What follows belongs to an exercise in optimizing a design on an open flow for small area and a short achievable clock period; a production flow would make more cautious choices. RTL that was checked went through simulation tests only; none was proved equivalent to the original. Power is estimated from default activity; no workload was simulated.

v7:
// fpu16_top
module fpu16_top(
    input         aclk,
    input  [15:0] a,
    input  [15:0] b,
    input         a_valid,
    input         b_valid,
    output [15:0] add_result,
    output        add_valid,
    output [15:0] sub_result,
    output        sub_valid,
    output [15:0] mul_result,
    output        mul_valid,
    output [7:0]  cmp_result,
    output        cmp_valid
    );
Size in the first run: roughly 95 I/O pins, roughly 20000 um2 of cells after synthesis.
export LEC_CHECK = 0
export ABC_AREA = 1
export CAP_MARGIN = 20
export CORE_MARGIN = 2
export CORE_UTILIZATION = 60
export CTS_CLUSTER_DIAMETER = 100
export CTS_CLUSTER_SIZE = 30
export SETUP_SLACK_MARGIN = 5.0
export SLEW_MARGIN = 20
create_clock -name core_clock -period 8.0 [get_ports {aclk}]
standard.sh (not shown) runs the stock make flow with config.mk's settings and CLKGATE_MAP_FILE= SYNTH_SCRIPT=/design/flow/synth_recipe.tcl, a recipe that flattens the netlist after the stock synthesis.
==> flow/flow/run.sh <==
#!/bin/bash
# The standard layout, with buf_2 cells as the port buffers and setup repair
# aimed at a 2.64 ns period (slack margin 5.36 ns at the 8 ns clock).
set -euo pipefail
bash standard.sh SETUP_SLACK_MARGIN=5.33 "BUFFER_PORTS_ARGS=-buffer_cell sky130_fd_sc_hd__buf_2" finish > standard.log 2>&1
The inputs of v5 differ from those of v7 as listed below.
==> flow/flow/run.sh <==
#!/bin/bash
# The standard layout, with buf_2 cells as the port buffers and setup repair
# aimed at a 2.64 ns period (slack margin 5.36 ns at the 8 ns clock).
set -euo pipefail
bash standard.sh SETUP_SLACK_MARGIN=5.36 "BUFFER_PORTS_ARGS=-buffer_cell sky130_fd_sc_hd__buf_2" finish > standard.log 2>&1
Findings:
- What v5 reported for number of resized instances in the post-cts repair step has to be multiplied by 0.889 to get the figure for v7.
- The number of vias in the routed layout of v7 and that of v5 are within noise of each other.
- The run showing the smaller sequential share of cell area is v5.
- Register-to-register slack ends up lower on v7.
- Diff v7..v5 | total placed cells including tap cells | unchanged
- The total global routing track utilization was comparable across v5 and v7.
- The cell area of v5 was inferior to that of v7.
--- input diff v5..v29 ---
==> flow/flow/run.sh <==
#!/bin/bash
# The standard layout, with buf_2 cells as the port buffers and setup repair
# aimed at a 2.64 ns period (slack margin 5.36 ns at the 8 ns clock).
set -euo pipefail
bash standard.sh SETUP_SLACK_MARGIN=5.39 "BUFFER_PORTS_ARGS=-buffer_cell sky130_fd_sc_hd__buf_2" finish > standard.log 2>&1
==> comparison <==
Re pin count of the biggest net entering global routing: no difference whatsoever between v29 and v5. Compared with v5, in v29 final standard cell area without fillers shows an increase of 1.4%; global-route usage over all layers moved up; power density over the cells now sits higher; total setup buffers inserted after CTS went up 2; post-route worst setup slack went down by 0.0069 ns. Total power on v29 is behind v5. Time the worst path needs with I/O delays and setup ends up higher on v29. | total met3 wirelength after detailed routing | v29 vs v5 | ≈ equal |. ~same signal arrival time at the worst endpoint in v29 and v5. There was hardly any difference in fmax between v5 and v29.
No functional check of the RTL was part of any run of this note.

* * *

fpu16_top, a different RTL version from the one above (not shown whole).
Size: about 2,400 cells after synthesis, ~410 flip-flops, ~20,000 µm² of cells after synthesis.
Settings: LEC_CHECK=0, ABC_AREA=1, CAP_MARGIN=20, CORE_MARGIN=2, CORE_UTILIZATION=55, CTS_CLUSTER_DIAMETER=100, CTS_CLUSTER_SIZE=30, SETUP_SLACK_MARGIN=5.0, SLEW_MARGIN=20; clock period 8.0 ns.
==> flow/flow/run.sh <==
#!/bin/bash
# The standard layout, with buf_2 cells as the port buffers and setup repair
# aimed at a 2.72 ns period (slack margin 5.28 ns at the 8 ns clock).
set -euo pipefail
bash standard.sh SETUP_SLACK_MARGIN=5.28 "BUFFER_PORTS_ARGS=-buffer_cell sky130_fd_sc_hd__buf_2" finish > standard.log 2>&1
Then changed:
==> flow/flow/run.sh (replaced) <==
#!/bin/bash
# The standard layout, with buf_2 cells as the port buffers and setup repair
# aimed at a 2.64 ns period (slack margin 5.36 ns at the 8 ns clock).
set -euo pipefail
bash standard.sh SETUP_SLACK_MARGIN=5.36 "BUFFER_PORTS_ARGS=-buffer_cell sky130_fd_sc_hd__buf_2" finish > standard.log 2>&1
CORE_UTILIZATION = 60   (was 55)
PLACE_DENSITY = 0.75   (was unset)
Sequential share of layout area went down by 0.22 points.
Total power rises by about 0.8%.
Maximum frequency climbs by about 4%.
Then changed:
==> flow/flow/run.sh (replaced) <==
#!/bin/bash
# The standard layout, with buf_2 cells as the port buffers and setup repair
# aimed at a 2.72 ns period (slack margin 5.28 ns at the 8 ns clock).
set -euo pipefail
bash standard.sh SETUP_SLACK_MARGIN=5.36 "BUFFER_PORTS_ARGS=-buffer_cell sky130_fd_sc_hd__buf_2" finish > standard.log 2>&1
PLACE_DENSITY = unset   (was 0.75)
Outcome:
- The new run completed without violations
- synthesized area stays the same
- cell count is about the same
- clock power stays flat
- sequential power is about the same
- clock-buffer cell count does not change
Then changed:
==> flow/flow/run.sh (replaced) <==
#!/bin/bash
# The standard layout, with buf_2 cells as the port buffers and setup repair
# aimed at a 2.72 ns period (slack margin 5.28 ns at the 8 ns clock).
set -euo pipefail
bash standard.sh SETUP_SLACK_MARGIN=5.28 "BUFFER_PORTS_ARGS=-buffer_cell sky130_fd_sc_hd__buf_2" finish > standard.log 2>&1
The new run completed with no timing, DRC or antenna violations.
Synthesized area does not change.
Die area does not change.
Power fell by 1.7%.
Via count stays flat.
Cell count stays flat.
Synthesized cell count does not change.
Critical path depth climbs by 7.
Hold slack is worse by 0.012 ns.
Then changed:
==> flow/flow/run.sh (replaced) <==
#!/bin/bash
# The standard layout, with buf_2 cells as the port buffers and setup repair
# aimed at a 2.64 ns period (slack margin 5.36 ns at the 8 ns clock).
set -euo pipefail
bash standard.sh SETUP_SLACK_MARGIN=5.36 "BUFFER_PORTS_ARGS=-buffer_cell sky130_fd_sc_hd__buf_2" finish > standard.log 2>&1
PLACE_DENSITY = 0.5   (was unset)
Result: Wire length rises slightly; register-to-register slack improves by 0.16 ns; synthesized area stays the same; total power is higher slightly; global-route usage hardly moves; final cell count barely changes; via count hardly moves; setup slack improves by 0.13 ns.

[re-timing with driven ports]
How much do the figures lean on ideal ports? The routed layouts below were timed once more, with nothing changed but the port constraints. Step 1: set_driving_cell puts a clkbuf_16 on aclk and a buf_2 on each other input, an assumption about the parent block. Step 2 moves the port delays by t, midway between the first and last clock arrival at a register: inputs arrive t later, outputs are due t later. That takes back most of the time a late clock gives input paths. a / b / c = ideal / step 1 / step 2; a / b = the first two.
run	shift t [ns]	setup WS [ns]	hold slack, ns
v7	0.566	5.369 / 5.339 / 4.949	0.336 / 0.336 / 0.336
v5	0.567	5.407 / 5.362 / 4.899	0.336 / 0.336 / 0.336
v29	0.568	5.400 / 5.373 / 4.925	0.337 / 0.337 / 0.337
the first run of note 2	0.599	5.295 / 5.295 / 4.854	0.328 / 0.328 / 0.328
the second run of note 2	0.576	5.402 / 5.350 / 4.851	0.336 / 0.336 / 0.336
the third run of note 2	0.579	5.397 / 5.348 / 4.894	0.336 / 0.336 / 0.336
the fourth run of note 2	0.585	5.272 / 5.272 / 4.806	0.324 / 0.324 / 0.324
the fifth run of note 2	0.579	5.397 / 5.348 / 4.894	0.336 / 0.336 / 0.336
After both steps setup and hold are still met in every run listed. The setup slack of the second run of note 2, which loses most, moves by -0.052 ns with the drivers and by -0.551 ns with both steps.
